This is an optimization exercise on Yosys and OpenROAD, whose aim is small area and a short achievable clock period, not a production implementation. At most, simulation tests tie the RTL to the original design; equivalence was not proved. The RTL of runs 2 to 6 was laid out without a check of its function. Power is estimated from default activity; no workload was simulated.

<file path="flow/run.sh">
#!/bin/bash
# synth_recipe.tcl (not shown) runs the flow's synth.tcl, then flattens the netlist and writes it again
# the make line also repeats each setting of config.mk as NAME=value (left out here)
make -C /OpenROAD-flow-scripts/flow DESIGN_CONFIG=/design/flow/config.mk WORK_HOME=/design/flow/orfs CLKGATE_MAP_FILE= SYNTH_SCRIPT=/design/flow/synth_recipe.tcl finish
</file>
<file path="flow/config.mk">
export PLATFORM = sky130hd
export DESIGN_NAME = execute
export DESIGN_NICKNAME = execute
export VERILOG_FILES = /design/flow/design.v
export SDC_FILE = /design/flow/constraint.sdc
export NUM_CORES = 4
export LEC_CHECK = 0
export CAP_MARGIN = 20
export CORE_MARGIN = 2
export CORE_UTILIZATION = 40
export SLEW_MARGIN = 20
</file>
<file path="flow/constraint.sdc">
create_clock -name core_clock -period 3.6 [get_ports {clk}]
set_input_delay 0.7200 -clock core_clock [delete_from_list [all_inputs] [get_ports {clk}]]
set_output_delay 0.7200 -clock core_clock [all_outputs]
set_load 0.01 [all_outputs]
</file>
<file path="flow/design.v">
`timescale 1ns / 1ps
module adder(
    input [31:0] a,
    input [31:0] b,
    output [31:0] result
);
    assign result = a + b;
endmodule
`timescale 1ns / 1ps
module mux_32(
    input [31:0] a,
    input [31:0] b,
    input sel,
    output [31:0] y
);
    assign y = sel ? a : b;
endmodule
`timescale 1ns / 1ps
module mux_5(
    input [4:0] a,
    input [4:0] b,
    input sel,
    output [4:0] y
);
    assign y = sel ? a : b;
endmodule
`timescale 1ns / 1ps
module alu_control(
    input [1:0] alu_op,
    input [5:0] funct,
    output reg [2:0] select
);
    always @(*) begin
        case(alu_op)
            2'b00: select = 3'b010;  
            2'b01: select = 3'b110;  
            2'b10: begin
                case(funct)
                    6'b100000: select = 3'b010;  
                    6'b100010: select = 3'b110;  
                    6'b100100: select = 3'b000;  
                    6'b100101: select = 3'b001;  
                    6'b101010: select = 3'b111;  
                    default:   select = 3'b011;
                endcase
            end
            default: select = 3'b011;
        endcase
    end
endmodule
`timescale 1ns / 1ps
module alu(
    input [31:0] a,
    input [31:0] b,
    input [2:0] control,
    output reg [31:0] result,
    output zero
);
    always @(*) begin
        case(control)
            3'b000: result = a & b;         
            3'b001: result = a | b;         
            3'b010: result = a + b;         
            3'b110: result = a - b;         
            3'b111: result = (a < b) ? 1 : 0;  
            default: result = 32'b0;        
        endcase
    end
    assign zero = (result == 0);
endmodule
`timescale 1ns / 1ps
module ex_mem_latch(
    input clk,
    input [1:0] ctlwb_in,
    input [1:0] ctlm_in,
    input [31:0] adder_in,
    input [31:0] alu_result_in,
    input [31:0] rdata2_in,
    input [4:0] muxout_in,
    input alu_zero_in,
    output reg [1:0] ctlwb_out,
    output reg [1:0] ctlm_out,
    output reg [31:0] adder_out,
    output reg [31:0] alu_result_out,
    output reg [31:0] rdata2_out,
    output reg [4:0] muxout_out,
    output reg alu_zero_out
);
    always @(posedge clk) begin
        ctlwb_out <= ctlwb_in;
        ctlm_out <= ctlm_in;
        adder_out <= adder_in;
        alu_result_out <= alu_result_in;
        rdata2_out <= rdata2_in;
        muxout_out <= muxout_in;
        alu_zero_out <= alu_zero_in;
    end
endmodule
`timescale 1ns / 1ps
module execute(
    input clk,
    input [1:0] ctlwb_in, ctlm_in,
    input [31:0] npc, rdata1, rdata2, s_extend,
    input [4:0] instr_2016, instr_1511,
    input [1:0] alu_op,
    input [5:0] funct,
    input alusrc, regdst,
    output [1:0] ctlwb_out, ctlm_out,
    output [31:0] adder_out, alu_result_out, rdata2_out,
    output [4:0] muxout_out
);
    wire [31:0] adder_result;
    wire [31:0] alu_in2;
    wire [2:0] alu_control_out;
    wire [31:0] alu_result;
    wire alu_zero;
    wire [4:0] regdst_muxout;
    adder adder_inst(
        .a(npc), 
        .b(s_extend), 
        .result(adder_result)
    );
    mux_32 alusrc_mux(
        .a(s_extend), 
        .b(rdata2), 
        .sel(alusrc), 
        .y(alu_in2)
    );
    alu_control alu_ctrl_inst(
        .alu_op(alu_op), 
        .funct(funct), 
        .select(alu_control_out)
    );
    alu alu_inst(
        .a(rdata1), 
        .b(alu_in2), 
        .control(alu_control_out), 
        .result(alu_result), 
        .zero(alu_zero)
    );
    mux_5 regdst_mux(
        .a(instr_1511), 
        .b(instr_2016), 
        .sel(regdst), 
        .y(regdst_muxout)
    );
    ex_mem_latch ex_mem_reg(
        .clk(clk),
        .ctlwb_in(ctlwb_in),
        .ctlm_in(ctlm_in),
        .adder_in(adder_result),
        .alu_result_in(alu_result),
        .rdata2_in(rdata2),
        .muxout_in(regdst_muxout),
        .alu_zero_in(alu_zero),
        .ctlwb_out(ctlwb_out),
        .ctlm_out(ctlm_out),
        .adder_out(adder_out),
        .alu_result_out(alu_result_out),
        .rdata2_out(rdata2_out),
        .muxout_out(muxout_out),
        .alu_zero_out()  
    );
endmodule
</file>
==> impl_metrics.xml, run 1 <==
<?xml version="1.0" encoding="UTF-8"?>
<metrics>
  <group name="synthesis">
    <metric name="most_common_flop_cell_mapped_by_yosys" unit="">sky130_fd_sc_hd__dfxtp_1</metric>
    <metric name="asyncSetResetFlopFracSynth" unit="%">0</metric>
    <metric name="syn_area_per_cell" unit="um2">8.007</metric>
    <metric name="warning_count_from_the_yosys_run" unit="">3</metric>
    <metric name="seq_area_frac_synth" unit="%">23.42</metric>
    <metric name="synth_edf_count" unit="">0</metric>
    <metric name="post-synth-top-area-fraction" unit="%">23.42</metric>
    <metric name="synthesis.instances" unit="">1121</metric>
    <metric name="post_synthesis_net_count" unit="">1405</metric>
    <metric name="synthesis.area" unit="um2">8976</metric>
    <metric name="netlist.top_cell.by_area" unit="">sky130_fd_sc_hd__dfxtp_1</metric>
    <metric name="synth.distinct_cells" unit="">84</metric>
    <metric name="synth.top_cells.by_area" unit="">sky130_fd_sc_hd__dfxtp_1 23%, sky130_fd_sc_hd__ha_1 18%, sky130_fd_sc_hd__a21oi_1 6.4%</metric>
    <metric name="flop_and_latch_count_out_of_synthesis" unit="">105</metric>
  </group>
  <group name="timing">
    <metric name="worstMarginPinSlew" unit="ps">785.1</metric>
    <metric name="slew_violations" unit="">0</metric>
    <metric name="rsz0062_at_grt" unit="">true</metric>
    <metric name="final-hold-violation-count" unit="">0</metric>
    <metric name="final_min_period_over_clock_period" unit="%">97.09</metric>
    <metric name="slew-limit-headroom" unit="%">47.66</metric>
    <metric name="postLayoutSetupSlackWorst" unit="ps">104.6</metric>
    <metric name="final-setup-viol-count" unit="">0</metric>
    <metric name="final_period_minus_worst_setup_slack" unit="ps">3495</metric>
    <metric name="fmaxAchievable" unit="MHz">286.1</metric>
  </group>
  <group name="clocking">
    <metric name="cts.sink_count" unit="">105</metric>
    <metric name="clockRootBuffer" unit="">sky130_fd_sc_hd__clkbuf_16</metric>
    <metric name="clk_pin_slew_worst_paths" unit="ps">80</metric>
    <metric name="tritoncts" unit="">yes</metric>
    <metric name="cts_max_path_buffers" unit="">2</metric>
    <metric name="cts_max_level" unit="">3</metric>
    <metric name="number_of_hold_buffers_added_after_cts" unit="">0</metric>
    <metric name="cts_made_buffers" unit="">9</metric>
  </group>
  <group name="cells_and_area">
    <metric name="fin_area" unit="um2">14070</metric>
    <metric name="layout-drive-gt1-share" unit="%">20.51</metric>
    <metric name="layout-area-overhead-vs-synth" unit="%">56.72</metric>
    <metric name="diodes" unit="">0</metric>
    <metric name="finalNetCount" unit="">1859</metric>
  </group>
  <group name="placement">
    <metric name="gp_routability_congestion" unit="">0.9190</metric>
    <metric name="post_dp_cell_area" unit="um2">13510</metric>
    <metric name="pre_cts_ws" unit="ps">-446.3</metric>
    <metric name="dp_hpwl" unit="um">25330</metric>
    <metric name="numPortBuffers" unit="">257</metric>
  </group>
  <group name="global_routing">
    <metric name="grt-ovfl-total" unit="">0</metric>
    <metric name="groute.usage.overall" unit="%">25.68</metric>
    <metric name="wire_length_of_the_first_global_routing_pass" unit="um">49230</metric>
    <metric name="grt_pass1_vias" unit="">9523</metric>
    <metric name="number_of_antenna_violations_at_the_first_check_in_global_routing" unit="">0</metric>
    <metric name="grt_max_degree" unit="">54</metric>
  </group>
  <group name="floorplanning">
    <metric name="io_pins" unit="">258</metric>
    <metric name="fp.dieArea" unit="um2">23650</metric>
    <metric name="floorplan.die.height" unit="um">153.8</metric>
    <metric name="floorplan.initialDensity" unit="%">40.88</metric>
    <metric name="die_w" unit="um">153.8</metric>
    <metric name="std_cell_rows" unit="">54</metric>
    <metric name="core-area" unit="um2">21960</metric>
  </group>
  <group name="setup_path">
    <metric name="crit_required" unit="ps">3880</metric>
    <metric name="timing.critical_path.to_type" unit="">register</metric>
    <metric name="critPathKind" unit="">primary input to register</metric>
    <metric name="crit_path_max_fanout" unit="">9</metric>
    <metric name="data_arrival_at_the_endpoint_of_the_critical_path" unit="ps">3770</metric>
    <metric name="critical_path.startpoint_type" unit="">primary input</metric>
  </group>
  <group name="min_path">
    <metric name="worstHoldPathCells" unit="">1</metric>
    <metric name="hold_class" unit="">primary input to register</metric>
  </group>
  <group name="detailed_routing">
    <metric name="drt_iter0_drc" unit="">627</metric>
    <metric name="detail_route.vias_per_cell" unit="">5.283</metric>
    <metric name="postRouteAntennaNets" unit="">0</metric>
    <metric name="totalWireLength" unit="um">30980</metric>
    <metric name="route.vias.total" unit="">9827</metric>
    <metric name="post-route-drc-count" unit="">0</metric>
    <metric name="wl_per_cell" unit="um">16.66</metric>
    <metric name="dr.pass1.iters" unit="">6</metric>
  </group>
  <group name="run">
    <metric name="drv.max_cap_violation_count" unit="">0</metric>
  </group>
  <group name="power_and_ir_drop">
    <metric name="cellPowerDensity" unit="nW/um2">339.0</metric>
    <metric name="ir_drop" unit="V">0.0002300</metric>
    <metric name="leakagePower" unit="nW">6.492</metric>
    <metric name="finalPower" unit="mW">4.769</metric>
  </group>
  <group name="run_status">
    <metric name="result_of_the_run" unit="">no timing/DRC/antenna violations</metric>
  </group>
</metrics>
through the flow:
step	setup TNS (ps)	std cells	hold WS, ps	utilization, %
final	0	1860	795.5	64.06
after global routing	-6.647	1860	783.4	64.06
after detailed placement	-7463	1843	1174	61.52
after CTS	0	1859	778.9	63.07
after global placement	-6433	1843	1171	61.52
after floorplan	-65.42	1121	747.7	-
Yosys cell counts, drive strengths merged, types with 4 or more instances:
master and n:
nor2 96, a31oi 12, mux2i 38, xnor2 38
o32ai 4, buf 14, nor2b 15, a21oi 114
o21a 6, a2111oi 5, o21ai 54, and3 9
nand4 11, mux2 5, nand2b 12, nand3 26
clkbuf 38, a21o 28, o21bai 18, nand2 47
ha 128, a311oi 4, or2 4, o22ai 23
dfxtp 105, a211oi 10, o31ai 18, xor2 12
nor4 8, a211o 4, nor3 31, o211ai 16
inv 108
layer usage:
layer | up-vias | part of all wire, % | wire length (um) | GRT usage, %
li1 | 4909 | - | - | -
met1 | 4575 | 47 | 14470 | 35.03
met2 | 303 | 47 | 14410 | 42.99
met3 | 40 | 5.1 | 1576 | 3.974
met4 | 0 | 1.7 | 521 | 5.652
met5 | - | 0 | 0 | 0
cells in the final DEF, fill, tap and decap left out, drive strengths merged, types with 5 or more instances in the layout:
cell / instances
clkdlybuf4s50: 256
buf: 239
ha: 128
a21oi: 114
inv: 110
dfxtp: 105
nor2: 96
o21ai: 54
nand2: 47
xnor2: 38
mux2i: 38
nor3: 31
a21o: 28
nand3: 26
o22ai: 23
o21bai: 18
o31ai: 18
o211ai: 16
nor2b: 15
nand2b: 12
xor2: 12
a31oi: 12
nand4: 11
a211oi: 10
and3: 9
clkbuf: 9
nor4: 8
o21a: 6
mux2: 5
a2111oi: 5
power by group:
| group | internal (mW) | switching, mW |
|---|---|---|
| Clock | 0.563 | 0.534 |
| Combinational | 1.21 | 1.08 |
| Sequential | 1.33 | 0.0491 |
| Total | 3.11 | 1.66 |
kinds of logic (layout without fill, tap and decap cells):
logic type / after synthesis / after routing / share of synthesized area (%)
fa+ha+maj: 131 / 131 / 18.51
flops: 105 / 105 / 23.42
compound gates: 353 / 353 / 26.14
xor+xnor: 50 / 50 / 4.879
simple gates: 279 / 279 / 15.31
buf+inv: 160 / 619 / 6.886
mux: 43 / 43 / 4.865
registers in the layout, indices dropped and copies added, names as in the netlist:
register                   cells
ex_mem_reg.adder_out          32
ex_mem_reg.alu_result_out     32
ex_mem_reg.ctlm_out            2
ex_mem_reg.ctlwb_out           2
ex_mem_reg.muxout_out          5
ex_mem_reg.rdata2_out         32
timing repair:
item                       4_1_cts  5_1_grt
gates resized for setup          4       45
buffers inserted                 0        1
pin swaps                        0       11
setup endpoints to repair        8       23
worst max-delay path: stages:
cell	delay, ps
sky130_fd_sc_hd__buf_2	110
sky130_fd_sc_hd__buf_4	220
sky130_fd_sc_hd__buf_4	180
sky130_fd_sc_hd__mux2i_2	290
sky130_fd_sc_hd__ha_1	330
sky130_fd_sc_hd__a21o_1	200
sky130_fd_sc_hd__a21o_1	180
sky130_fd_sc_hd__a21oi_1	190
sky130_fd_sc_hd__o211ai_1	150
sky130_fd_sc_hd__a2111o_1	490
sky130_fd_sc_hd__a31oi_4	210
sky130_fd_sc_hd__a21oi_1	90
sky130_fd_sc_hd__o211a_1	230
sky130_fd_sc_hd__o221ai_1	160
cell type report:
cell class | instances | area (um2)
clock buffers | 9 | 225.2
clock inverters | 7 | 100.1
fillers | 1970 | 7891
inverters | 108 | 405.4
multi-input cells | 856 | 6492
flip-flops and latches | 105 | 2102
well taps | 280 | 350.3
repair buffers | 495 | 4392
final timing paths:
path | to | slack (ps) | from
hold / removal | ex_mem_reg.ctlwb_out[1] | 800 | ctlwb_in[1]
setup / recovery | ex_mem_reg.alu_result_out[27] | 100 | alusrc
==> inputs of run 2 (changes only) <==
==> flow/design.v (replaced) <==
`timescale 1ns / 1ps
module execute(
    input clk,
    input [1:0] ctlwb_in, ctlm_in,
    input [31:0] npc, rdata1, rdata2, s_extend,
    input [4:0] instr_2016, instr_1511,
    input [1:0] alu_op,
    input [5:0] funct,
    input alusrc, regdst,
    output reg [1:0] ctlwb_out, ctlm_out,
    output reg [31:0] adder_out, alu_result_out, rdata2_out,
    output reg [4:0] muxout_out
);
    wire rtype   = (alu_op == 2'b10);
    wire f_add   = rtype & (funct == 6'b100000);
    wire f_sub   = rtype & (funct == 6'b100010);
    wire op_and  = rtype & (funct == 6'b100100);
    wire op_or   = rtype & (funct == 6'b100101);
    wire op_slt  = rtype & (funct == 6'b101010);
    wire op_arith = (alu_op == 2'b00) | (alu_op == 2'b01) | f_add | f_sub;
    wire sub     = (alu_op == 2'b01) | f_sub | op_slt;
    wire [31:0] a = rdata1;
    wire [31:0] b = alusrc ? s_extend : rdata2;
    wire [31:0] bx = b ^ {32{sub}};
    wire [33:0] s = {1'b0, a, 1'b1} + {1'b0, bx, sub};
    wire [31:0] sum = s[32:1];
    wire lt = ~s[33];
    wire [31:0] alu_result = ({32{op_arith}} & sum)
                           | ({32{op_and}} & (a & b))
                           | ({32{op_or}} & (a | b))
                           | {31'b0, op_slt & lt};
    always @(posedge clk) begin
        ctlwb_out      <= ctlwb_in;
        ctlm_out       <= ctlm_in;
        adder_out      <= npc + s_extend;
        alu_result_out <= alu_result;
        rdata2_out     <= rdata2;
        muxout_out     <= regdst ? instr_1511 : instr_2016;
    end
endmodule
==> impl_metrics.xml, run 2 <==
<?xml version="1.0" encoding="UTF-8"?>
<metrics>
  <group name="global_routing">
    <metric name="number_of_antenna_violations_at_the_first_check_in_global_routing" unit="">0</metric>
    <metric name="grt-ovfl-total" unit="">0</metric>
    <metric name="grt_max_degree" unit="">33</metric>
    <metric name="grt_pass1_vias" unit="">7566</metric>
    <metric name="wire_length_of_the_first_global_routing_pass" unit="um">38440</metric>
    <metric name="groute.usage.overall" unit="%">24.26</metric>
  </group>
  <group name="power_and_ir_drop">
    <metric name="pwr-share-comb" unit="%">48.0</metric>
    <metric name="leakagePower" unit="nW">5.336</metric>
    <metric name="ir_drop" unit="V">0.0002532</metric>
    <metric name="switching_power_share_of_the_total" unit="%">33.35</metric>
    <metric name="power.net_switching" unit="mW">1.574</metric>
    <metric name="power.share.clock" unit="%">22.3</metric>
    <metric name="internal_power" unit="mW">3.146</metric>
    <metric name="pwr-share-seq" unit="%">29.7</metric>
    <metric name="finalPower" unit="mW">4.720</metric>
    <metric name="cellPowerDensity" unit="nW/um2">394.9</metric>
  </group>
  <group name="synthesis">
    <metric name="synth.cells.most_frequent" unit="">105 x sky130_fd_sc_hd__dfxtp_1, 92 x sky130_fd_sc_hd__a21oi_1, 86 x sky130_fd_sc_hd__o21ai_0, 72 x sky130_fd_sc_hd__ha_1, 56 x sky130_fd_sc_hd__nor2_1</metric>
    <metric name="synth_edf_count" unit="">0</metric>
    <metric name="flop_and_latch_count_out_of_synthesis" unit="">105</metric>
    <metric name="netlist.top_cell.by_area" unit="">sky130_fd_sc_hd__dfxtp_1</metric>
    <metric name="asyncSetResetFlopFracSynth" unit="%">0</metric>
    <metric name="syn_area_per_cell" unit="um2">8.395</metric>
    <metric name="synth.top_cells.by_area" unit="">sky130_fd_sc_hd__dfxtp_1 29%, sky130_fd_sc_hd__ha_1 12%, sky130_fd_sc_hd__xor2_1 6.4%</metric>
    <metric name="post_synthesis_net_count" unit="">1093</metric>
    <metric name="synthesis.area" unit="um2">7278</metric>
    <metric name="warning_count_from_the_yosys_run" unit="">1</metric>
    <metric name="most_common_flop_cell_mapped_by_yosys" unit="">sky130_fd_sc_hd__dfxtp_1</metric>
    <metric name="synth.distinct_cells" unit="">76</metric>
    <metric name="synth_most_common_cell" unit="">sky130_fd_sc_hd__dfxtp_1</metric>
    <metric name="post-synth-top-area-fraction" unit="%">28.88</metric>
    <metric name="seq_area_frac_synth" unit="%">28.88</metric>
    <metric name="synthesis.instances" unit="">867</metric>
  </group>
  <group name="timing">
    <metric name="final-hold-violation-count" unit="">0</metric>
    <metric name="worstMarginPinSlew" unit="ps">626.3</metric>
    <metric name="final-setup-viol-count" unit="">0</metric>
    <metric name="final_period_minus_worst_setup_slack" unit="ps">3468</metric>
    <metric name="final_min_period_over_clock_period" unit="%">96.34</metric>
    <metric name="fmaxAchievable" unit="MHz">288.3</metric>
    <metric name="slew_violations" unit="">0</metric>
    <metric name="slew-limit-headroom" unit="%">58.20</metric>
  </group>
  <group name="setup_path">
    <metric name="cpMaxStageDelayCell" unit="">sky130_fd_sc_hd__o32a_1</metric>
    <metric name="timing.critical_path.to_type" unit="">register</metric>
    <metric name="crit_path_max_fanout" unit="">6</metric>
    <metric name="critPathKind" unit="">primary input to register</metric>
    <metric name="critPathMostFrequentCell" unit="">sky130_fd_sc_hd__buf_4</metric>
    <metric name="data_arrival_at_the_endpoint_of_the_critical_path" unit="ps">3710</metric>
    <metric name="crit_chain" unit="">dlygate4sd2_1 -&gt; and4bb_2 -&gt; a21oi_4 -&gt; buf_6 -&gt; buf_12 -&gt; buf_8 -&gt; buf_4 -&gt; xor2_2 -&gt; ha_1 -&gt; nor2_1 -&gt; o21a_1 -&gt; o32a_1 -&gt; nand2_2 -&gt; a211oi_4 -&gt; buf_4 -&gt; nor3_1 -&gt; o21ai_0</metric>
    <metric name="crit_path_max_incr_delay" unit="ps">420</metric>
    <metric name="critical_path.startpoint_type" unit="">primary input</metric>
    <metric name="crit_required" unit="ps">3840</metric>
  </group>
  <group name="clocking">
    <metric name="clk_pin_slew_worst_paths" unit="ps">80</metric>
    <metric name="cts_made_buffers" unit="">9</metric>
    <metric name="number_of_hold_buffers_added_after_cts" unit="">0</metric>
    <metric name="cts.sink_count" unit="">105</metric>
    <metric name="cts_max_level" unit="">3</metric>
    <metric name="clockRootBuffer" unit="">sky130_fd_sc_hd__clkbuf_16</metric>
    <metric name="cts_max_path_buffers" unit="">2</metric>
    <metric name="tritoncts" unit="">yes</metric>
  </group>
  <group name="floorplanning">
    <metric name="floorplan.initialDensity" unit="%">40.66</metric>
    <metric name="std_cell_rows" unit="">49</metric>
    <metric name="die_w" unit="um">138.9</metric>
    <metric name="io_pins" unit="">258</metric>
    <metric name="floorplan.die.height" unit="um">138.9</metric>
    <metric name="core-area" unit="um2">17900</metric>
    <metric name="fp.dieArea" unit="um2">19290</metric>
  </group>
  <group name="placement">
    <metric name="gp_routability_congestion" unit="">0.9164</metric>
    <metric name="numPortBuffers" unit="">257</metric>
    <metric name="place.detailed.instances" unit="">1468</metric>
    <metric name="dp_hpwl" unit="um">19160</metric>
  </group>
  <group name="detailed_routing">
    <metric name="postRouteAntennaNets" unit="">0</metric>
    <metric name="detail_route.vias_per_cell" unit="">5.140</metric>
    <metric name="totalWireLength" unit="um">24290</metric>
    <metric name="wl_per_cell" unit="um">16.14</metric>
    <metric name="post-route-drc-count" unit="">0</metric>
    <metric name="route.vias.total" unit="">7735</metric>
    <metric name="drt_iter0_drc" unit="">333</metric>
    <metric name="dr.pass1.iters" unit="">5</metric>
  </group>
  <group name="min_path">
    <metric name="hold_path_end" unit="">ctlwb_out[0]</metric>
    <metric name="worstHoldPathCells" unit="">1</metric>
    <metric name="timing.hold.worst.start" unit="">ctlwb_in[0]</metric>
    <metric name="hold_class" unit="">primary input to register</metric>
  </group>
  <group name="cells_and_area">
    <metric name="multi_input_comb_area" unit="um2">5182</metric>
    <metric name="finalNetCount" unit="">1497</metric>
    <metric name="final.fill_count" unit="">1538</metric>
    <metric name="reg_top3" unit="">adder_out: 32 flops, alu_result_out: 32 flops, rdata2_out: 32 flops</metric>
    <metric name="layout-area-overhead-vs-synth" unit="%">64.23</metric>
    <metric name="layout-drive-gt1-share" unit="%">19.36</metric>
    <metric name="register_area" unit="um2">2102</metric>
    <metric name="fin_cells" unit="">1505</metric>
    <metric name="diodes" unit="">0</metric>
    <metric name="mostFrequentLayoutCells" unit="">249 x sky130_fd_sc_hd__clkdlybuf4s50_1, 152 x sky130_fd_sc_hd__buf_4, 105 x sky130_fd_sc_hd__dfxtp_1, 83 x sky130_fd_sc_hd__a21oi_1, 76 x sky130_fd_sc_hd__o21ai_0</metric>
    <metric name="commonest_non_fill_non_tap_cell_in_the_layout" unit="">sky130_fd_sc_hd__clkdlybuf4s50_1</metric>
    <metric name="final_core_utilization" unit="%">66.77</metric>
  </group>
  <group name="run_status">
    <metric name="result_of_the_run" unit="">no timing/DRC/antenna violations</metric>
  </group>
  <group name="run">
    <metric name="drv.max_cap_violation_count" unit="">0</metric>
  </group>
</metrics>
[run 2: cell types whose count changed in the layout (fill, tap and decap cells not counted), sizes merged, moves of 22 or more]
cell,change
nor2,-40
inv,-57
ha,-56
nor3,-25
buf,-76
o21ai,+42
o22ai,-22
xor2,+41
[run 2: power by group through the flow]
stage | Combinational (mW) | Sequential, mW | Clock, mW
after floorplan | 0.913 | 1.53 | 0
after global routing | 2.45 | 1.42 | 1.13
after detailed placement | 2.11 | 1.43 | 0
after CTS | 2.18 | 1.40 | 1.07
after global placement | 2.10 | 1.42 | 0
final | 2.27 | 1.40 | 1.05
[run 2: metrics by stage]
stage          worst slack (ps)  instance area, um2  setup TNS (ps)  hold slack, ps
3_5_place_dp             -493.1               11140           -7455            1178
5_1_grt                  -20.00               11950          -20.00           796.5
2_1_floorplan             23.85                7284               0           747.7
3_3_place_gp             -411.4               11140           -5784            1170
6_report                  131.8               11950               0           795.9
4_1_cts                0.008438               11670               0           796.7
[run 2: per-layer routing]
metal	vias to the layer above	part of all wire, %	track usage [%]
met2	196	47	40.71
li1	3930	-	-
met4	0	1.5	5.051
met1	3586	47	33.39
met3	23	3.7	3.453
met5	-	0	0
[run 2: how the worst max path moves through the flow]
stage                            from  depth (start not counted)                  to  slack [ps]
after floorplan                alusrc                         14  alu_result_out[25]          20
final                        funct[0]                         17   alu_result_out[0]         130
after detailed placement     funct[2]                         14  alu_result_out[28]        -490
after CTS                   alu_op[1]                         15  alu_result_out[31]       0.008
after global placement       funct[2]                         14  alu_result_out[28]        -410
after global routing      s_extend[0]                         13       adder_out[28]         -20
[run 2: repair_timing]
item,in CTS,in global routing
setup endpoints to repair,7,26
resized for setup,29,55
gates cloned,2,0
pin swaps,14,42
setup buffers,5,17
[run 2: area by class of cell]
class | count | share of cell area [%]
clock inverters | 6 | 0.6071
clock buffers | 10 | 1.999
flip-flops and latches | 105 | 17.59
repair buffers | 419 | 32.45
multi-input cells | 685 | 43.36
well taps | 229 | 2.397
inverters | 51 | 1.602
[run 2: cells by family after synthesis]
family          count (synthesis)  share of synthesized area (%)
flops                         105                          28.88
mux                            39                          5.553
compound gates                301                          25.91
xor+xnor                       85                          10.23
fa+ha+maj                      75                          12.93
buf+inv                        77                          3.988
simple gates                  185                          12.52
[run 2: critical path, delay by kind of cell]
| kind | cells | cell delay (ps) |
|---|---|---|
| buffers and inverters | 6 | 940 |
| adders and majority gates | 1 | 330 |
| xor gates and xnor gates | 1 | 170 |
| AOI/OAI and AO/OA | 5 | 860 |
| and+or+nand+nor | 4 | 670 |
==> inputs of run 3 (changes only) <==
--- a/flow/config.mk
+++ b/flow/config.mk
@@ -5,7 +5,10 @@
 export SDC_FILE = /design/flow/constraint.sdc
 export NUM_CORES = 4
 export LEC_CHECK = 0
+export ABC_CLOCK_PERIOD_IN_PS = 1500
 export CAP_MARGIN = 20
 export CORE_MARGIN = 2
 export CORE_UTILIZATION = 40
+export GPL_TIMING_DRIVEN = 0
+export SETUP_SLACK_MARGIN = 1.5
 export SLEW_MARGIN = 20
==> impl_metrics.xml, run 3 <==
<?xml version="1.0" encoding="UTF-8"?>
<metrics>
  <group name="synthesis">
    <metric name="netlist.top_cell.by_area" unit="">sky130_fd_sc_hd__dfxtp_1</metric>
    <metric name="seq_area_frac_synth" unit="%">28.88</metric>
    <metric name="syn_area_per_cell" unit="um2">8.395</metric>
    <metric name="warning_count_from_the_yosys_run" unit="">1</metric>
    <metric name="synth.distinct_cells" unit="">76</metric>
    <metric name="flop_and_latch_count_out_of_synthesis" unit="">105</metric>
    <metric name="synth-compound-area-share" unit="%">25.91</metric>
    <metric name="post-synth-top-area-fraction" unit="%">28.88</metric>
    <metric name="yosys-mux-area-fraction" unit="%">5.553</metric>
    <metric name="most_common_flop_cell_mapped_by_yosys" unit="">sky130_fd_sc_hd__dfxtp_1</metric>
    <metric name="synth_fa_ha_area_share" unit="%">12.93</metric>
    <metric name="synth_most_common_cell" unit="">sky130_fd_sc_hd__dfxtp_1</metric>
    <metric name="synth_top_family_by_area" unit="">compound AO/OA/AOI/OAI gates</metric>
    <metric name="post_synth_xor_xnor_area" unit="%">10.23</metric>
    <metric name="synth_edf_count" unit="">0</metric>
    <metric name="synth.top_cells.by_area" unit="">sky130_fd_sc_hd__dfxtp_1 29%, sky130_fd_sc_hd__ha_1 12%, sky130_fd_sc_hd__xor2_1 6.4%</metric>
    <metric name="post_synthesis_net_count" unit="">1093</metric>
    <metric name="synth.cells.most_frequent" unit="">105 x sky130_fd_sc_hd__dfxtp_1, 92 x sky130_fd_sc_hd__a21oi_1, 86 x sky130_fd_sc_hd__o21ai_0, 72 x sky130_fd_sc_hd__ha_1, 56 x sky130_fd_sc_hd__nor2_1</metric>
    <metric name="synthesis.instances" unit="">867</metric>
    <metric name="synthesis.area" unit="um2">7278</metric>
    <metric name="asyncSetResetFlopFracSynth" unit="%">0</metric>
    <metric name="yosys.area_share.simple" unit="%">12.52</metric>
  </group>
  <group name="setup_path">
    <metric name="timing.critical_path.from" unit="">funct[2]</metric>
    <metric name="timing.critical_path.to_type" unit="">register</metric>
    <metric name="crit_required" unit="ps">3830</metric>
    <metric name="crit_path_max_fanout" unit="">7</metric>
    <metric name="data_arrival_at_the_endpoint_of_the_critical_path" unit="ps">3530</metric>
    <metric name="critical_path.startpoint_type" unit="">primary input</metric>
    <metric name="critPathKind" unit="">primary input to register</metric>
    <metric name="worstSetupEndpoint" unit="">alu_result_out[31]</metric>
  </group>
  <group name="timing">
    <metric name="final_min_period_over_clock_period" unit="%">91.69</metric>
    <metric name="fmaxAchievable" unit="MHz">303.0</metric>
    <metric name="slew_violations" unit="">0</metric>
    <metric name="final-setup-viol-count" unit="">0</metric>
    <metric name="final-hold-violation-count" unit="">0</metric>
    <metric name="rsz0062_at_grt" unit="">true</metric>
    <metric name="slew-limit-headroom" unit="%">50.22</metric>
    <metric name="worstMarginPinSlew" unit="ps">738.9</metric>
    <metric name="final_period_minus_worst_setup_slack" unit="ps">3301</metric>
  </group>
  <group name="clocking">
    <metric name="clockRootBuffer" unit="">sky130_fd_sc_hd__clkbuf_16</metric>
    <metric name="clk_pin_slew_worst_paths" unit="ps">70</metric>
    <metric name="cts_max_level" unit="">3</metric>
    <metric name="cts_max_path_buffers" unit="">2</metric>
    <metric name="cts_made_buffers" unit="">9</metric>
    <metric name="tritoncts" unit="">yes</metric>
    <metric name="cts.sink_count" unit="">105</metric>
    <metric name="number_of_hold_buffers_added_after_cts" unit="">0</metric>
  </group>
  <group name="detailed_routing">
    <metric name="post-route-drc-count" unit="">0</metric>
    <metric name="detail_route.vias_per_cell" unit="">5.445</metric>
    <metric name="wl_per_cell" unit="um">18.19</metric>
    <metric name="wirelength_met1" unit="um">11570</metric>
    <metric name="route.vias.total" unit="">8032</metric>
    <metric name="dr.pass1.iters" unit="">6</metric>
    <metric name="wl_met2" unit="um">12800</metric>
    <metric name="postRouteAntennaNets" unit="">0</metric>
    <metric name="top_layer_used" unit="">met4</metric>
    <metric name="totalWireLength" unit="um">26830</metric>
    <metric name="wl_met3" unit="um">1651</metric>
    <metric name="drt_iter0_drc" unit="">381</metric>
  </group>
  <group name="floorplanning">
    <metric name="io_pins" unit="">258</metric>
    <metric name="std_cell_rows" unit="">49</metric>
    <metric name="floorplan.initialDensity" unit="%">40.66</metric>
    <metric name="core-area" unit="um2">17900</metric>
    <metric name="die_w" unit="um">138.9</metric>
    <metric name="fp.dieArea" unit="um2">19290</metric>
    <metric name="floorplan.die.height" unit="um">138.9</metric>
  </group>
  <group name="power_and_ir_drop">
    <metric name="leakagePower" unit="nW">5.337</metric>
    <metric name="cellPowerDensity" unit="nW/um2">388.9</metric>
    <metric name="ir_drop" unit="V">0.0002784</metric>
  </group>
  <group name="global_routing">
    <metric name="groute.usage.overall" unit="%">26.19</metric>
    <metric name="wire_length_of_the_first_global_routing_pass" unit="um">40760</metric>
    <metric name="number_of_antenna_violations_at_the_first_check_in_global_routing" unit="">0</metric>
    <metric name="grt-ovfl-total" unit="">0</metric>
    <metric name="grt_pass1_vias" unit="">7802</metric>
    <metric name="grt_max_degree" unit="">17</metric>
  </group>
  <group name="placement">
    <metric name="gp_routability_congestion" unit="">0.8949</metric>
    <metric name="post_dp_cell_area" unit="um2">10400</metric>
    <metric name="numPortBuffers" unit="">256</metric>
    <metric name="dp_hpwl" unit="um">18920</metric>
  </group>
  <group name="cells_and_area">
    <metric name="final_core_utilization" unit="%">71.91</metric>
    <metric name="reg_top3" unit="">adder_out: 32 flops, alu_result_out: 32 flops, rdata2_out: 32 flops</metric>
    <metric name="layout-drive-gt1-share" unit="%">27.37</metric>
    <metric name="commonest_non_fill_non_tap_cell_in_the_layout" unit="">sky130_fd_sc_hd__clkdlybuf4s50_1</metric>
    <metric name="fin_area" unit="um2">12870</metric>
    <metric name="mostFrequentLayoutCells" unit="">218 x sky130_fd_sc_hd__clkdlybuf4s50_1, 105 x sky130_fd_sc_hd__dfxtp_1, 68 x sky130_fd_sc_hd__buf_4, 62 x sky130_fd_sc_hd__a21oi_1, 51 x sky130_fd_sc_hd__o21ai_0</metric>
    <metric name="layout-area-overhead-vs-synth" unit="%">76.88</metric>
    <metric name="finalNetCount" unit="">1468</metric>
    <metric name="diodes" unit="">0</metric>
  </group>
  <group name="run_status">
    <metric name="result_of_the_run" unit="">no timing/DRC/antenna violations</metric>
  </group>
  <group name="min_path">
    <metric name="hold_class" unit="">primary input to register</metric>
  </group>
  <group name="run">
    <metric name="drv.max_cap_violation_count" unit="">0</metric>
  </group>
</metrics>
run 3: worst max-delay path, stage by stage:
cell	delay (ps)
sky130_fd_sc_hd__buf_8	90
sky130_fd_sc_hd__and4bb_2	330
sky130_fd_sc_hd__a21oi_4	70
sky130_fd_sc_hd__buf_12	150
sky130_fd_sc_hd__buf_12	150
sky130_fd_sc_hd__xor2_1	160
sky130_fd_sc_hd__ha_1	360
sky130_fd_sc_hd__nand3_1	90
sky130_fd_sc_hd__a21o_1	190
sky130_fd_sc_hd__o21ai_4	270
sky130_fd_sc_hd__o2111ai_4	180
sky130_fd_sc_hd__o21ba_4	260
sky130_fd_sc_hd__nor3b_4	230
sky130_fd_sc_hd__mux2i_1	220
sky130_fd_sc_hd__o21ai_1	70
run 3: cells by family after synthesis:
kind of cell | after synthesis
AO/OA/AOI/OAI | 301
AND/OR/NAND/NOR | 185
flip-flops | 105
XOR/XNOR | 85
buffers and inverters | 77
adder cells (fa/ha/maj) | 75
multiplexers | 39
run 3: layout make-up:
cell class                      count  area, um2
Buffer                             26      227.7
Inverter                           51      191.4
Sequential cell                   105       2102
Timing Repair Buffer              364       3543
Tap cell                          229      286.5
Clock inverter                      5      56.30
Fill cell                        1329       5029
Clock buffer                       10      229.0
Multi-Input combinational cell    685       6237
run 3: worst min path at each step:
stage          cells after the start  slack (ps)            to         from
6_report                           2         570  adder_out[0]       npc[0]
2_1_floorplan                      0         750   ctlm_out[0]   ctlm_in[0]
5_1_grt                            2         560  adder_out[0]       npc[0]
3_3_place_gp                       1        1170  ctlwb_out[1]  ctlwb_in[1]
4_1_cts                            2         560  adder_out[0]       npc[0]
3_5_place_dp                       1        1180   ctlm_out[0]   ctlm_in[0]
run 3: power breakdown:
group          total, mW  leakage, nW  internal [mW]  switching, mW
registers           1.40        0.883           1.35         0.0472
clock network       1.01        0.139          0.537          0.469
logic               2.60         4.32           1.38           1.23
run 3: metrics by stage:
| step | worst slack [ps] | power (mW) | hold slack (ps) | std cells | setup TNS (ps) |
|---|---|---|---|---|---|
| floorplan | 362.1 | 2.492 | 747.7 | 867 | 0 |
| global placement | -922.9 | 3.306 | 1172 | 1352 | -17990 |
| detailed placement | -933.9 | 3.314 | 1180 | 1352 | -18650 |
| CTS | 294.5 | 4.750 | 556.9 | 1447 | 0 |
| global route | 179.8 | 5.269 | 556.9 | 1475 | 0 |
| finish | 299.2 | 5.007 | 565.7 | 1475 | 0 |
run 3: routing by layer:
layer | GRT usage (%) | up-vias
met5 | 0 | -
met4 | 7.762 | 0
met3 | 4.662 | 58
met2 | 44.52 | 311
met1 | 34.05 | 3796
li1 | - | 3867
run 3: timing repair:
action / CTS / global route
pin swaps: 111 / 80
resized for setup: 277 / 98
buffers inserted: 78 / 28
setup endpoints to repair: 58 / 57
cloned: 2 / 0
==> inputs of run 4 (changes only) <==
--- a/flow/config.mk
+++ b/flow/config.mk
@@ -10,5 +10,4 @@
 export CORE_MARGIN = 2
 export CORE_UTILIZATION = 40
 export GPL_TIMING_DRIVEN = 0
-export SETUP_SLACK_MARGIN = 1.5
 export SLEW_MARGIN = 20
==> impl_metrics.xml, run 4 <==
<?xml version="1.0" encoding="UTF-8"?>
<metrics>
  <group name="setup_path">
    <metric name="crit_path_max_incr_delay" unit="ps">360</metric>
    <metric name="worst-path-stages" unit="">15</metric>
    <metric name="critical_path.startpoint_type" unit="">primary input</metric>
    <metric name="cpMaxStageDelayCell" unit="">sky130_fd_sc_hd__ha_1</metric>
    <metric name="data_arrival_at_the_endpoint_of_the_critical_path" unit="ps">3710</metric>
    <metric name="crit_buf_inv" unit="">3</metric>
    <metric name="crit_family" unit="">compound AO/OA/AOI/OAI gates</metric>
    <metric name="crit_required" unit="ps">3820</metric>
    <metric name="crit_chain" unit="">dlygate4sd2_1 -&gt; nor3b_4 -&gt; a21oi_4 -&gt; buf_12 -&gt; buf_8 -&gt; xor2_2 -&gt; ha_1 -&gt; a21oi_2 -&gt; o21ai_2 -&gt; a221oi_2 -&gt; o32a_1 -&gt; nand2_2 -&gt; a211oi_4 -&gt; xor2_1 -&gt; o21ai_0</metric>
    <metric name="crit_path_max_fanout" unit="">10</metric>
    <metric name="timing.critical_path.to_type" unit="">register</metric>
    <metric name="critPathKind" unit="">primary input to register</metric>
  </group>
  <group name="clocking">
    <metric name="cts_max_level" unit="">3</metric>
    <metric name="tritoncts" unit="">yes</metric>
    <metric name="cts_max_path_buffers" unit="">2</metric>
    <metric name="cts_made_buffers" unit="">9</metric>
    <metric name="clockRootBuffer" unit="">sky130_fd_sc_hd__clkbuf_16</metric>
    <metric name="cts.sink_count" unit="">105</metric>
    <metric name="clk_pin_slew_worst_paths" unit="ps">80</metric>
  </group>
  <group name="cells_and_area">
    <metric name="layout-area-overhead-vs-synth" unit="%">50.16</metric>
    <metric name="mostFrequentLayoutCells" unit="">249 x sky130_fd_sc_hd__clkdlybuf4s50_1, 105 x sky130_fd_sc_hd__dfxtp_1, 82 x sky130_fd_sc_hd__a21oi_1, 81 x sky130_fd_sc_hd__o21ai_0, 70 x sky130_fd_sc_hd__ha_1</metric>
    <metric name="diodes" unit="">0</metric>
    <metric name="commonest_non_fill_non_tap_cell_in_the_layout" unit="">sky130_fd_sc_hd__clkdlybuf4s50_1</metric>
    <metric name="finalNetCount" unit="">1386</metric>
    <metric name="register_area" unit="um2">2102</metric>
    <metric name="reg_top3" unit="">adder_out: 32 flops, alu_result_out: 32 flops, rdata2_out: 32 flops</metric>
    <metric name="layout-drive-gt1-share" unit="%">9.356</metric>
    <metric name="final.fill_count" unit="">1608</metric>
    <metric name="fin_area" unit="um2">10930</metric>
    <metric name="multi_input_comb_area" unit="um2">5132</metric>
  </group>
  <group name="global_routing">
    <metric name="groute.usage.overall" unit="%">23.89</metric>
    <metric name="grt_pass1_vias" unit="">7126</metric>
    <metric name="grt_max_degree" unit="">19</metric>
    <metric name="wire_length_of_the_first_global_routing_pass" unit="um">37430</metric>
    <metric name="number_of_antenna_violations_at_the_first_check_in_global_routing" unit="">0</metric>
    <metric name="grt-ovfl-total" unit="">0</metric>
  </group>
  <group name="synthesis">
    <metric name="synthesis.area" unit="um2">7278</metric>
    <metric name="seq_area_frac_synth" unit="%">28.88</metric>
    <metric name="netlist.top_cell.by_area" unit="">sky130_fd_sc_hd__dfxtp_1</metric>
    <metric name="post_synthesis_net_count" unit="">1093</metric>
    <metric name="synth.top_cells.by_area" unit="">sky130_fd_sc_hd__dfxtp_1 29%, sky130_fd_sc_hd__ha_1 12%, sky130_fd_sc_hd__xor2_1 6.4%</metric>
    <metric name="warning_count_from_the_yosys_run" unit="">1</metric>
    <metric name="synth_edf_count" unit="">0</metric>
    <metric name="synth_most_common_cell" unit="">sky130_fd_sc_hd__dfxtp_1</metric>
    <metric name="most_common_flop_cell_mapped_by_yosys" unit="">sky130_fd_sc_hd__dfxtp_1</metric>
    <metric name="flop_and_latch_count_out_of_synthesis" unit="">105</metric>
    <metric name="post-synth-top-area-fraction" unit="%">28.88</metric>
    <metric name="syn_area_per_cell" unit="um2">8.395</metric>
    <metric name="synth.distinct_cells" unit="">76</metric>
    <metric name="synth.cells.most_frequent" unit="">105 x sky130_fd_sc_hd__dfxtp_1, 92 x sky130_fd_sc_hd__a21oi_1, 86 x sky130_fd_sc_hd__o21ai_0, 72 x sky130_fd_sc_hd__ha_1, 56 x sky130_fd_sc_hd__nor2_1</metric>
    <metric name="synthesis.instances" unit="">867</metric>
    <metric name="asyncSetResetFlopFracSynth" unit="%">0</metric>
  </group>
  <group name="floorplanning">
    <metric name="io_pins" unit="">258</metric>
    <metric name="floorplan.initialDensity" unit="%">40.66</metric>
    <metric name="std_cell_rows" unit="">49</metric>
    <metric name="die_w" unit="um">138.9</metric>
    <metric name="core-area" unit="um2">17900</metric>
    <metric name="floorplan.die.height" unit="um">138.9</metric>
    <metric name="fp.dieArea" unit="um2">19290</metric>
  </group>
  <group name="placement">
    <metric name="numPortBuffers" unit="">256</metric>
    <metric name="pre_cts_ws" unit="ps">-1562</metric>
    <metric name="post_dp_cell_area" unit="um2">10140</metric>
    <metric name="gp_routability_congestion" unit="">0.8755</metric>
    <metric name="dp_hpwl" unit="um">18580</metric>
  </group>
  <group name="detailed_routing">
    <metric name="post-route-drc-count" unit="">0</metric>
    <metric name="drt_iter0_drc" unit="">396</metric>
    <metric name="wl_per_cell" unit="um">17.02</metric>
    <metric name="totalWireLength" unit="um">23720</metric>
    <metric name="dr.pass1.iters" unit="">5</metric>
    <metric name="route.vias.total" unit="">7404</metric>
    <metric name="postRouteAntennaNets" unit="">0</metric>
    <metric name="detail_route.vias_per_cell" unit="">5.311</metric>
  </group>
  <group name="timing">
    <metric name="postLayoutSetupSlackWorst" unit="ps">111.9</metric>
    <metric name="fmaxAchievable" unit="MHz">286.7</metric>
    <metric name="worstMarginPinSlew" unit="ps">795.5</metric>
    <metric name="slew-limit-headroom" unit="%">46.39</metric>
    <metric name="final_period_minus_worst_setup_slack" unit="ps">3488</metric>
    <metric name="final-setup-viol-count" unit="">0</metric>
    <metric name="fin_worst_hold_slack" unit="ps">796.7</metric>
    <metric name="rsz0062_at_grt" unit="">true</metric>
    <metric name="final_min_period_over_clock_period" unit="%">96.89</metric>
    <metric name="setup_tns" unit="ps">0</metric>
    <metric name="slew_violations" unit="">0</metric>
    <metric name="final-hold-violation-count" unit="">0</metric>
  </group>
  <group name="power_and_ir_drop">
    <metric name="internal_power" unit="mW">2.872</metric>
    <metric name="ir_drop" unit="V">0.0002415</metric>
    <metric name="leakagePower" unit="nW">4.654</metric>
    <metric name="pwr-share-comb" unit="%">45.4</metric>
    <metric name="power.net_switching" unit="mW">1.525</metric>
    <metric name="switching_power_share_of_the_total" unit="%">34.69</metric>
    <metric name="cellPowerDensity" unit="nW/um2">402.4</metric>
    <metric name="pwr-share-seq" unit="%">31.8</metric>
    <metric name="power.share.clock" unit="%">22.8</metric>
    <metric name="finalPower" unit="mW">4.397</metric>
  </group>
  <group name="min_path">
    <metric name="timing.hold.worst.start" unit="">ctlwb_in[0]</metric>
    <metric name="worstHoldPathCells" unit="">1</metric>
    <metric name="hold_path_end" unit="">ctlwb_out[0]</metric>
    <metric name="hold_class" unit="">primary input to register</metric>
  </group>
  <group name="run_status">
    <metric name="result_of_the_run" unit="">no timing/DRC/antenna violations</metric>
  </group>
  <group name="run">
    <metric name="drv.max_cap_violation_count" unit="">0</metric>
  </group>
</metrics>
-- run 4: cell count changes in the layout (fill, tap and decap cells not counted), moves of 26 or more --
cell / previous run / this run
sky130_fd_sc_hd__o21ai_0: 51 / 81
sky130_fd_sc_hd__clkdlybuf4s50_1: 218 / 249
sky130_fd_sc_hd__buf_6: 39 / 4
sky130_fd_sc_hd__ha_1: 41 / 70
sky130_fd_sc_hd__ha_4: 27 / 1
sky130_fd_sc_hd__buf_4: 68 / 25
-- run 4: cells by family after synthesis --
group | count (synthesis) | share of synthesized area, %
adder cells (fa/ha/maj) | 75 | 12.93
AO/OA/AOI/OAI | 301 | 25.91
flip-flops | 105 | 28.88
XOR/XNOR | 85 | 10.23
multiplexers | 39 | 5.553
buffers and inverters | 77 | 3.988
AND/OR/NAND/NOR | 185 | 12.52
-- run 4: layer usage --
metal	share of wire (%)	vias to the layer above	global-route usage (%)
met5	0	-	0
met2	48	214	40.81
met1	46	3467	31.96
li1	-	3706	-
met4	1.2	0	5.316
met3	4.8	17	3.626
-- run 4: timing repair --
item,CTS,global route
buffers inserted,22,5
hold buffers,0,0
pin swaps,27,23
gates resized for setup,54,30
endpoints found under the setup margin,34,27
-- run 4: final cells by class --
class | count | area share (%)
Multi-Input combinational cell | 685 | 46.96
Timing Repair Buffer | 283 | 25.42
Sequential cell | 105 | 19.23
Tap cell | 229 | 2.622
Clock buffer | 11 | 2.221
Inverter | 51 | 1.752
Buffer | 25 | 1.362
Clock inverter | 5 | 0.4350
-- run 4: how the worst max path moves through the flow --
stage	startpoint	end	slack (ps)
3_3_place_gp	funct[0]	alu_result_out[27]	-1630
5_1_grt	funct[1]	alu_result_out[28]	-30
2_1_floorplan	alusrc	alu_result_out[25]	20
4_1_cts	funct[5]	alu_result_out[23]	0.9
6_report	alu_op[0]	alu_result_out[28]	110
3_5_place_dp	funct[0]	alu_result_out[27]	-1560
-- run 4: power by group through the flow --
stage / logic, mW / clock network [mW] / registers, mW
6_report: 2.00 / 1.00 / 1.40
3_3_place_gp: 1.83 / 0 / 1.42
2_1_floorplan: 0.913 / 0 / 1.53
4_1_cts: 1.94 / 1.03 / 1.40
3_5_place_dp: 1.83 / 0 / 1.43
5_1_grt: 2.17 / 1.07 / 1.42
-- run 4: per-stage QoR --
| stage | util [%] | cells |
|---|---|---|
| 6_report | 61.05 | 1394 |
| 5_1_grt | 61.05 | 1394 |
| 4_1_cts | 60.26 | 1390 |
| 3_5_place_dp | 56.65 | 1352 |
| 3_3_place_gp | 56.60 | 1352 |
| 2_1_floorplan | - | 867 |
==> inputs of run 5 (changes only) <==
==> flow/flow/run.sh (new file) <==
#!/bin/bash
set -euo pipefail
cd "$(dirname "$0")/.."
bash standard.sh BUFFER_PORTS_ARGS="-buffer_cell sky130_fd_sc_hd__buf_1" finish > standard.log 2>&1
==> flow/standard.sh (new file) <==
#!/bin/bash
# synth_recipe.tcl (not shown) runs the flow's synth.tcl, then flattens the netlist and writes it again
# the make line also repeats each setting of config.mk as NAME=value (left out here)
make -C /OpenROAD-flow-scripts/flow DESIGN_CONFIG=/design/flow/config.mk WORK_HOME=/design/flow/orfs CLKGATE_MAP_FILE= SYNTH_SCRIPT=/design/flow/synth_recipe.tcl "${@:-finish}"
--- a/flow/config.mk
+++ b/flow/config.mk
@@ -5,7 +5,6 @@
 export SDC_FILE = /design/flow/constraint.sdc
 export NUM_CORES = 4
 export LEC_CHECK = 0
-export ABC_CLOCK_PERIOD_IN_PS = 1500
 export CAP_MARGIN = 20
 export CORE_MARGIN = 2
 export CORE_UTILIZATION = 40
removed: flow/run.sh
==> impl_metrics.xml, run 5 <==
<?xml version="1.0" encoding="UTF-8"?>
<metrics>
  <group name="setup_path">
    <metric name="crit_path_max_incr_delay" unit="ps">350</metric>
    <metric name="critPathKind" unit="">primary input to register</metric>
    <metric name="crit_chain" unit="">buf_4 -&gt; and4bb_2 -&gt; a21oi_4 -&gt; buf_12 -&gt; buf_6 -&gt; buf_12 -&gt; xnor2_2 -&gt; ha_1 -&gt; nand3_1 -&gt; a21o_1 -&gt; o21ai_4 -&gt; o2111ai_4 -&gt; o21ba_4 -&gt; nor3b_4 -&gt; mux2i_1 -&gt; o21ai_0</metric>
    <metric name="crit_family" unit="">compound AO/OA/AOI/OAI gates</metric>
    <metric name="crit_required" unit="ps">3820</metric>
    <metric name="crit_path_max_fanout" unit="">10</metric>
    <metric name="timing.critical_path.to_type" unit="">register</metric>
    <metric name="critical_path.startpoint_type" unit="">primary input</metric>
    <metric name="data_arrival_at_the_endpoint_of_the_critical_path" unit="ps">3700</metric>
    <metric name="crit_buf_inv" unit="">4</metric>
    <metric name="critPathMostFrequentCell" unit="">sky130_fd_sc_hd__buf_12</metric>
    <metric name="cpMaxStageDelayCell" unit="">sky130_fd_sc_hd__and4bb_2</metric>
  </group>
  <group name="synthesis">
    <metric name="synth_most_common_cell" unit="">sky130_fd_sc_hd__dfxtp_1</metric>
    <metric name="synth.cells.most_frequent" unit="">105 x sky130_fd_sc_hd__dfxtp_1, 92 x sky130_fd_sc_hd__a21oi_1, 86 x sky130_fd_sc_hd__o21ai_0, 72 x sky130_fd_sc_hd__ha_1, 56 x sky130_fd_sc_hd__nor2_1</metric>
    <metric name="most_common_flop_cell_mapped_by_yosys" unit="">sky130_fd_sc_hd__dfxtp_1</metric>
    <metric name="synth_edf_count" unit="">0</metric>
    <metric name="warning_count_from_the_yosys_run" unit="">1</metric>
    <metric name="post-synth-top-area-fraction" unit="%">28.88</metric>
    <metric name="synth.distinct_cells" unit="">76</metric>
    <metric name="post_synthesis_net_count" unit="">1093</metric>
    <metric name="synth.top_cells.by_area" unit="">sky130_fd_sc_hd__dfxtp_1 29%, sky130_fd_sc_hd__ha_1 12%, sky130_fd_sc_hd__xor2_1 6.4%</metric>
    <metric name="synthesis.instances" unit="">867</metric>
    <metric name="flop_and_latch_count_out_of_synthesis" unit="">105</metric>
    <metric name="seq_area_frac_synth" unit="%">28.88</metric>
    <metric name="asyncSetResetFlopFracSynth" unit="%">0</metric>
    <metric name="synthesis.area" unit="um2">7278</metric>
    <metric name="syn_area_per_cell" unit="um2">8.395</metric>
    <metric name="netlist.top_cell.by_area" unit="">sky130_fd_sc_hd__dfxtp_1</metric>
  </group>
  <group name="detailed_routing">
    <metric name="post-route-drc-count" unit="">0</metric>
    <metric name="dr.pass1.iters" unit="">5</metric>
    <metric name="wl_per_cell" unit="um">15.80</metric>
    <metric name="totalWireLength" unit="um">21810</metric>
    <metric name="detail_route.vias_per_cell" unit="">5.150</metric>
    <metric name="route.vias.total" unit="">7107</metric>
    <metric name="drt_iter0_drc" unit="">386</metric>
    <metric name="postRouteAntennaNets" unit="">0</metric>
  </group>
  <group name="cells_and_area">
    <metric name="reg_top3" unit="">adder_out: 32 flops, alu_result_out: 32 flops, rdata2_out: 32 flops</metric>
    <metric name="layout-drive-gt1-share" unit="%">7.217</metric>
    <metric name="commonest_non_fill_non_tap_cell_in_the_layout" unit="">sky130_fd_sc_hd__buf_1</metric>
    <metric name="multi_input_comb_area" unit="um2">5026</metric>
    <metric name="final_core_utilization" unit="%">51.04</metric>
    <metric name="layout-area-overhead-vs-synth" unit="%">25.55</metric>
    <metric name="finalNetCount" unit="">1371</metric>
    <metric name="register_area" unit="um2">2102</metric>
    <metric name="final.fill_count" unit="">1835</metric>
    <metric name="fin_cells" unit="">1380</metric>
    <metric name="mostFrequentLayoutCells" unit="">254 x sky130_fd_sc_hd__buf_1, 105 x sky130_fd_sc_hd__dfxtp_1, 88 x sky130_fd_sc_hd__a21oi_1, 83 x sky130_fd_sc_hd__o21ai_0, 70 x sky130_fd_sc_hd__ha_1</metric>
  </group>
  <group name="placement">
    <metric name="numPortBuffers" unit="">256</metric>
    <metric name="gp_routability_congestion" unit="">0.8967</metric>
    <metric name="place.detailed.instances" unit="">1352</metric>
    <metric name="dp_hpwl" unit="um">17360</metric>
  </group>
  <group name="min_path">
    <metric name="hold_class" unit="">primary input to register</metric>
    <metric name="hold_path_end" unit="">ctlm_out[0]</metric>
    <metric name="worstHoldPathCells" unit="">1</metric>
    <metric name="timing.hold.worst.start" unit="">ctlm_in[0]</metric>
  </group>
  <group name="clocking">
    <metric name="cts_made_buffers" unit="">9</metric>
    <metric name="tritoncts" unit="">yes</metric>
    <metric name="cts_max_path_buffers" unit="">2</metric>
    <metric name="cts.sink_count" unit="">105</metric>
    <metric name="clk_pin_slew_worst_paths" unit="ps">80</metric>
    <metric name="cts_max_level" unit="">3</metric>
    <metric name="clockRootBuffer" unit="">sky130_fd_sc_hd__clkbuf_16</metric>
  </group>
  <group name="timing">
    <metric name="final-setup-viol-count" unit="">0</metric>
    <metric name="final_period_minus_worst_setup_slack" unit="ps">3482</metric>
    <metric name="fmaxAchievable" unit="MHz">287.2</metric>
    <metric name="worstMarginPinSlew" unit="ps">821.9</metric>
    <metric name="slew_violations" unit="">0</metric>
    <metric name="slew-limit-headroom" unit="%">44.61</metric>
    <metric name="final_min_period_over_clock_period" unit="%">96.71</metric>
    <metric name="final-hold-violation-count" unit="">0</metric>
  </group>
  <group name="floorplanning">
    <metric name="io_pins" unit="">258</metric>
    <metric name="floorplan.die.height" unit="um">138.9</metric>
    <metric name="die_w" unit="um">138.9</metric>
    <metric name="core-area" unit="um2">17900</metric>
    <metric name="fp.dieArea" unit="um2">19290</metric>
    <metric name="std_cell_rows" unit="">49</metric>
    <metric name="floorplan.initialDensity" unit="%">40.66</metric>
  </group>
  <group name="power_and_ir_drop">
    <metric name="finalPower" unit="mW">3.947</metric>
    <metric name="leakagePower" unit="nW">3.863</metric>
    <metric name="ir_drop" unit="V">0.0002376</metric>
    <metric name="cellPowerDensity" unit="nW/um2">431.9</metric>
  </group>
  <group name="run">
    <metric name="drv.max_cap_violation_count" unit="">0</metric>
  </group>
  <group name="global_routing">
    <metric name="wire_length_of_the_first_global_routing_pass" unit="um">34060</metric>
    <metric name="grt-ovfl-total" unit="">0</metric>
    <metric name="groute.usage.overall" unit="%">21.77</metric>
    <metric name="grt_pass1_vias" unit="">6697</metric>
    <metric name="number_of_antenna_violations_at_the_first_check_in_global_routing" unit="">0</metric>
    <metric name="grt_max_degree" unit="">19</metric>
  </group>
  <group name="run_status">
    <metric name="result_of_the_run" unit="">no timing/DRC/antenna violations</metric>
  </group>
</metrics>
-- run 5: cells by family (layout without fill, tap and decap cells) --
family | Yosys count | after routing | share of synthesized area, %
xor+xnor | 85 | 85 | 10.23
other cells | 0 | 1 | 0
simple gates | 185 | 185 | 12.52
fa+ha+maj | 75 | 75 | 12.93
flops | 105 | 105 | 28.88
buf+inv | 77 | 360 | 3.988
mux | 39 | 39 | 5.553
compound gates | 301 | 301 | 25.91
-- run 5: through the flow --
| stage | setup TNS, ps | setup WS, ps | hold WS (ps) | cell area [um2] |
|---|---|---|---|---|
| 6_report | 0 | 118.3 | 438.9 | 9138 |
| 5_1_grt | -66.45 | -20.04 | 435.3 | 9135 |
| 4_1_cts | -69.79 | -44.26 | 429.6 | 8911 |
| 3_5_place_dp | -26800 | -1231 | 813.5 | 8539 |
| 3_3_place_gp | -27150 | -1231 | 812.2 | 8532 |
| 2_1_floorplan | 0 | 23.85 | 747.7 | 7284 |
-- run 5: cell type report --
cell class / count / share of cell area, %
antenna: 1 / 0.02739
buffer: 26 / 1.890
clock buffer: 10 / 2.615
clock inverter: 6 / 0.5614
inverter: 51 / 2.095
multi-input combinational: 685 / 55.00
sequential: 105 / 23.00
tap: 229 / 3.136
timing repair buffer: 267 / 11.67
-- run 5: layer usage --
| metal | part of all wire, % | global-route usage, % | up-vias | routed length (um) |
|---|---|---|---|---|
| li1 | - | - | 3676 | - |
| met1 | 47 | 29.47 | 3238 | 10230 |
| met2 | 46 | 35.73 | 172 | 10110 |
| met3 | 4.9 | 3.246 | 21 | 1072 |
| met4 | 1.8 | 7.177 | 0 | 399 |
| met5 | 0 | 0 | - | 0 |
-- run 5: timing repair --
item                                    CTS  global route
pin swaps                                 2            14
endpoints found under the setup margin   29            19
hold buffers                              0             0
gates resized for setup                  20            39
setup buffers                             4             7
-- run 5: report_power, final --
part           internal (mW)  total, mW  switching (mW)
Clock                  0.499      0.987           0.488
Combinational          0.632       1.56           0.931
Sequential              1.35       1.40          0.0454
-- run 5: worst max-delay path by stage --
| stage | from | end | slack [ps] | cells after the start |
|---|---|---|---|---|
| 2_1_floorplan | alusrc | alu_result_out[25] | 20 | 14 |
| 3_3_place_gp | funct[0] | alu_result_out[27] | -1230 | 14 |
| 3_5_place_dp | funct[0] | alu_result_out[27] | -1230 | 14 |
| 4_1_cts | funct[2] | alu_result_out[25] | -40 | 15 |
| 5_1_grt | funct[0] | alu_result_out[16] | -20 | 16 |
| 6_report | funct[0] | alu_result_out[31] | 120 | 16 |
==> inputs of run 6 (changes only) <==
==> flow/flow/run.sh (replaced) <==
#!/bin/bash
set -euo pipefail
cd "$(dirname "$0")/.."
bash standard.sh BUFFER_PORTS_ARGS="-buffer_cell sky130_fd_sc_hd__buf_1"  finish > standard.log 2>&1
--- a/flow/config.mk
+++ b/flow/config.mk
@@ -9,4 +9,5 @@
 export CORE_MARGIN = 2
 export CORE_UTILIZATION = 40
 export GPL_TIMING_DRIVEN = 0
+export SETUP_SLACK_MARGIN = 1.2
 export SLEW_MARGIN = 20
==> impl_metrics.xml, run 6 <==
<?xml version="1.0" encoding="UTF-8"?>
<metrics>
  <group name="setup_path">
    <metric name="crit_required" unit="ps">3830</metric>
    <metric name="crit_buf_inv" unit="">3</metric>
    <metric name="data_arrival_at_the_endpoint_of_the_critical_path" unit="ps">3520</metric>
    <metric name="crit_family" unit="">compound AO/OA/AOI/OAI gates</metric>
    <metric name="crit_chain" unit="">buf_12 -&gt; and4bb_2 -&gt; a21oi_4 -&gt; buf_6 -&gt; buf_12 -&gt; xor2_4 -&gt; ha_4 -&gt; nand3_2 -&gt; a21o_1 -&gt; o21ai_4 -&gt; o2111ai_4 -&gt; o21ba_4 -&gt; nor3b_4 -&gt; mux2i_1 -&gt; o21ai_1</metric>
    <metric name="critPathKind" unit="">primary input to register</metric>
    <metric name="critPathMostFrequentCell" unit="">sky130_fd_sc_hd__buf_12</metric>
    <metric name="crit_path_max_incr_delay" unit="ps">330</metric>
    <metric name="timing.critical_path.to_type" unit="">register</metric>
    <metric name="critical_path.startpoint_type" unit="">primary input</metric>
  </group>
  <group name="cells_and_area">
    <metric name="reg_top3" unit="">adder_out: 32 flops, alu_result_out: 32 flops, rdata2_out: 32 flops</metric>
    <metric name="final_core_utilization" unit="%">62.22</metric>
    <metric name="diodes" unit="">0</metric>
    <metric name="commonest_non_fill_non_tap_cell_in_the_layout" unit="">sky130_fd_sc_hd__buf_1</metric>
    <metric name="layout-area-overhead-vs-synth" unit="%">53.03</metric>
    <metric name="mostFrequentLayoutCells" unit="">245 x sky130_fd_sc_hd__buf_1, 105 x sky130_fd_sc_hd__dfxtp_1, 64 x sky130_fd_sc_hd__a21oi_1, 61 x sky130_fd_sc_hd__buf_4, 57 x sky130_fd_sc_hd__o21ai_0</metric>
    <metric name="final.fill_count" unit="">1545</metric>
    <metric name="finalNetCount" unit="">1448</metric>
  </group>
  <group name="clocking">
    <metric name="clockRootBuffer" unit="">sky130_fd_sc_hd__clkbuf_16</metric>
    <metric name="cts_max_level" unit="">3</metric>
    <metric name="cts_max_path_buffers" unit="">2</metric>
    <metric name="number_of_hold_buffers_added_after_cts" unit="">0</metric>
    <metric name="cts_made_buffers" unit="">9</metric>
    <metric name="tritoncts" unit="">yes</metric>
    <metric name="clk_pin_slew_worst_paths" unit="ps">80</metric>
  </group>
  <group name="power_and_ir_drop">
    <metric name="finalPower" unit="mW">4.559</metric>
    <metric name="cellPowerDensity" unit="nW/um2">409.3</metric>
    <metric name="ir_drop" unit="V">0.0002559</metric>
    <metric name="leakagePower" unit="nW">4.530</metric>
  </group>
  <group name="floorplanning">
    <metric name="floorplan.die.height" unit="um">138.9</metric>
    <metric name="core-area" unit="um2">17900</metric>
    <metric name="std_cell_rows" unit="">49</metric>
    <metric name="io_pins" unit="">258</metric>
    <metric name="die_w" unit="um">138.9</metric>
    <metric name="fp.dieArea" unit="um2">19290</metric>
  </group>
  <group name="global_routing">
    <metric name="grt-ovfl-total" unit="">0</metric>
    <metric name="grt_pass1_vias" unit="">7348</metric>
    <metric name="groute.usage.overall" unit="%">24.01</metric>
    <metric name="grt_max_degree" unit="">19</metric>
  </group>
  <group name="timing">
    <metric name="final-hold-violation-count" unit="">0</metric>
    <metric name="worstMarginPinSlew" unit="ps">799.8</metric>
    <metric name="slew-limit-headroom" unit="%">46.12</metric>
    <metric name="fmaxAchievable" unit="MHz">304.1</metric>
    <metric name="final_period_minus_worst_setup_slack" unit="ps">3289</metric>
    <metric name="final_min_period_over_clock_period" unit="%">91.35</metric>
    <metric name="fin_worst_hold_slack" unit="ps">445.6</metric>
    <metric name="slew_violations" unit="">0</metric>
    <metric name="final-setup-viol-count" unit="">0</metric>
  </group>
  <group name="synthesis">
    <metric name="synth_edf_count" unit="">0</metric>
    <metric name="flop_and_latch_count_out_of_synthesis" unit="">105</metric>
    <metric name="synthesis.area" unit="um2">7278</metric>
    <metric name="netlist.top_cell.by_area" unit="">sky130_fd_sc_hd__dfxtp_1</metric>
    <metric name="warning_count_from_the_yosys_run" unit="">1</metric>
    <metric name="seq_area_frac_synth" unit="%">28.88</metric>
    <metric name="synth.cells.most_frequent" unit="">105 x sky130_fd_sc_hd__dfxtp_1, 92 x sky130_fd_sc_hd__a21oi_1, 86 x sky130_fd_sc_hd__o21ai_0, 72 x sky130_fd_sc_hd__ha_1, 56 x sky130_fd_sc_hd__nor2_1</metric>
    <metric name="syn_area_per_cell" unit="um2">8.395</metric>
    <metric name="post-synth-top-area-fraction" unit="%">28.88</metric>
    <metric name="synthesis.instances" unit="">867</metric>
    <metric name="synth_most_common_cell" unit="">sky130_fd_sc_hd__dfxtp_1</metric>
    <metric name="synth.top_cells.by_area" unit="">sky130_fd_sc_hd__dfxtp_1 29%, sky130_fd_sc_hd__ha_1 12%, sky130_fd_sc_hd__xor2_1 6.4%</metric>
    <metric name="most_common_flop_cell_mapped_by_yosys" unit="">sky130_fd_sc_hd__dfxtp_1</metric>
  </group>
  <group name="placement">
    <metric name="gp_routability_congestion" unit="">0.8622</metric>
    <metric name="numPortBuffers" unit="">256</metric>
    <metric name="dp_hpwl" unit="um">17770</metric>
  </group>
  <group name="run">
    <metric name="drv.max_cap_violation_count" unit="">0</metric>
  </group>
  <group name="detailed_routing">
    <metric name="post-route-drc-count" unit="">0</metric>
    <metric name="drt_iter0_drc" unit="">486</metric>
    <metric name="route.vias.total" unit="">7784</metric>
    <metric name="totalWireLength" unit="um">25320</metric>
  </group>
  <group name="min_path">
    <metric name="hold_class" unit="">primary input to register</metric>
  </group>
  <group name="run_status">
    <metric name="result_of_the_run" unit="">no timing/DRC/antenna violations</metric>
  </group>
</metrics>
## run 6: cell counts after synthesis
Identical to the previous run, type by type.
## run 6: area by class of cell
cell class              instances  share of cell area [%]
repair buffers                344                   16.74
multi-input cells             685                   55.82
flip-flops and latches        105                   18.87
well taps                     229                   2.572
clock inverters                 6                  0.4493
plain buffers                  26                   1.775
inverters                      51                   1.719
clock buffers                  10                   2.056
## run 6: stage by stage
| stage | TNS [ps] | cell area [um2] | instances | setup slack [ps] |
|---|---|---|---|---|
| after floorplan | 0 | 7532 | 867 | 362.1 |
| after global placement | -8624 | 8780 | 1352 | -573.7 |
| after detailed placement | -9383 | 8787 | 1352 | -593.9 |
| after CTS | 0 | 10290 | 1432 | 390.5 |
| after global routing | 0 | 11140 | 1456 | 203.0 |
| final | 0 | 11140 | 1456 | 311.3 |
## run 6: path summary, 6_finish.rpt
check | start | to | slack [ps] | depth (start not counted)
setup / recovery | funct[0] | alu_result_out[31] | 310 | 15
hold / removal | ctlm_in[1] | ctlm_out[1] | 450 | 1
## run 6: repair_timing
| action | 4_1_cts | 5_1_grt |
|---|---|---|
| endpoints found under the setup margin | 49 | 50 |
| pin swaps | 85 | 82 |
| cloned | 2 | 0 |
| buffers inserted | 62 | 24 |
| gates resized for setup | 158 | 130 |
## run 6: metal layers
layer  vias up  track usage, %  wire length [um]
li1       3824               -                 -
met1      3664           30.65             10680
met2       254           40.96             12610
met3        42           4.662              1488
met4         0           7.656               536
met5         -               0                 0
## run 6: cell families after synthesis
family	after synthesis	synth area share, %
flops	105	28.88
compound gates	301	25.91
xor+xnor	85	10.23
buf+inv	77	3.988
simple gates	185	12.52
mux	39	5.553
fa+ha+maj	75	12.93
## run 6: report_power, final
part / internal, mW / switching (mW)
clock network: 0.481 / 0.489
registers: 1.35 / 0.0444
logic: 1.00 / 1.19
total: 2.83 / 1.72

Check on run 6: ideal ports give 0.311 ns setup slack; a clkbuf_16 on the clock port and buf_2 on the inputs give 0.308 ns; moving port delays by the midpoint clock arrival (0.399 ns) as well gives -0.091 ns.
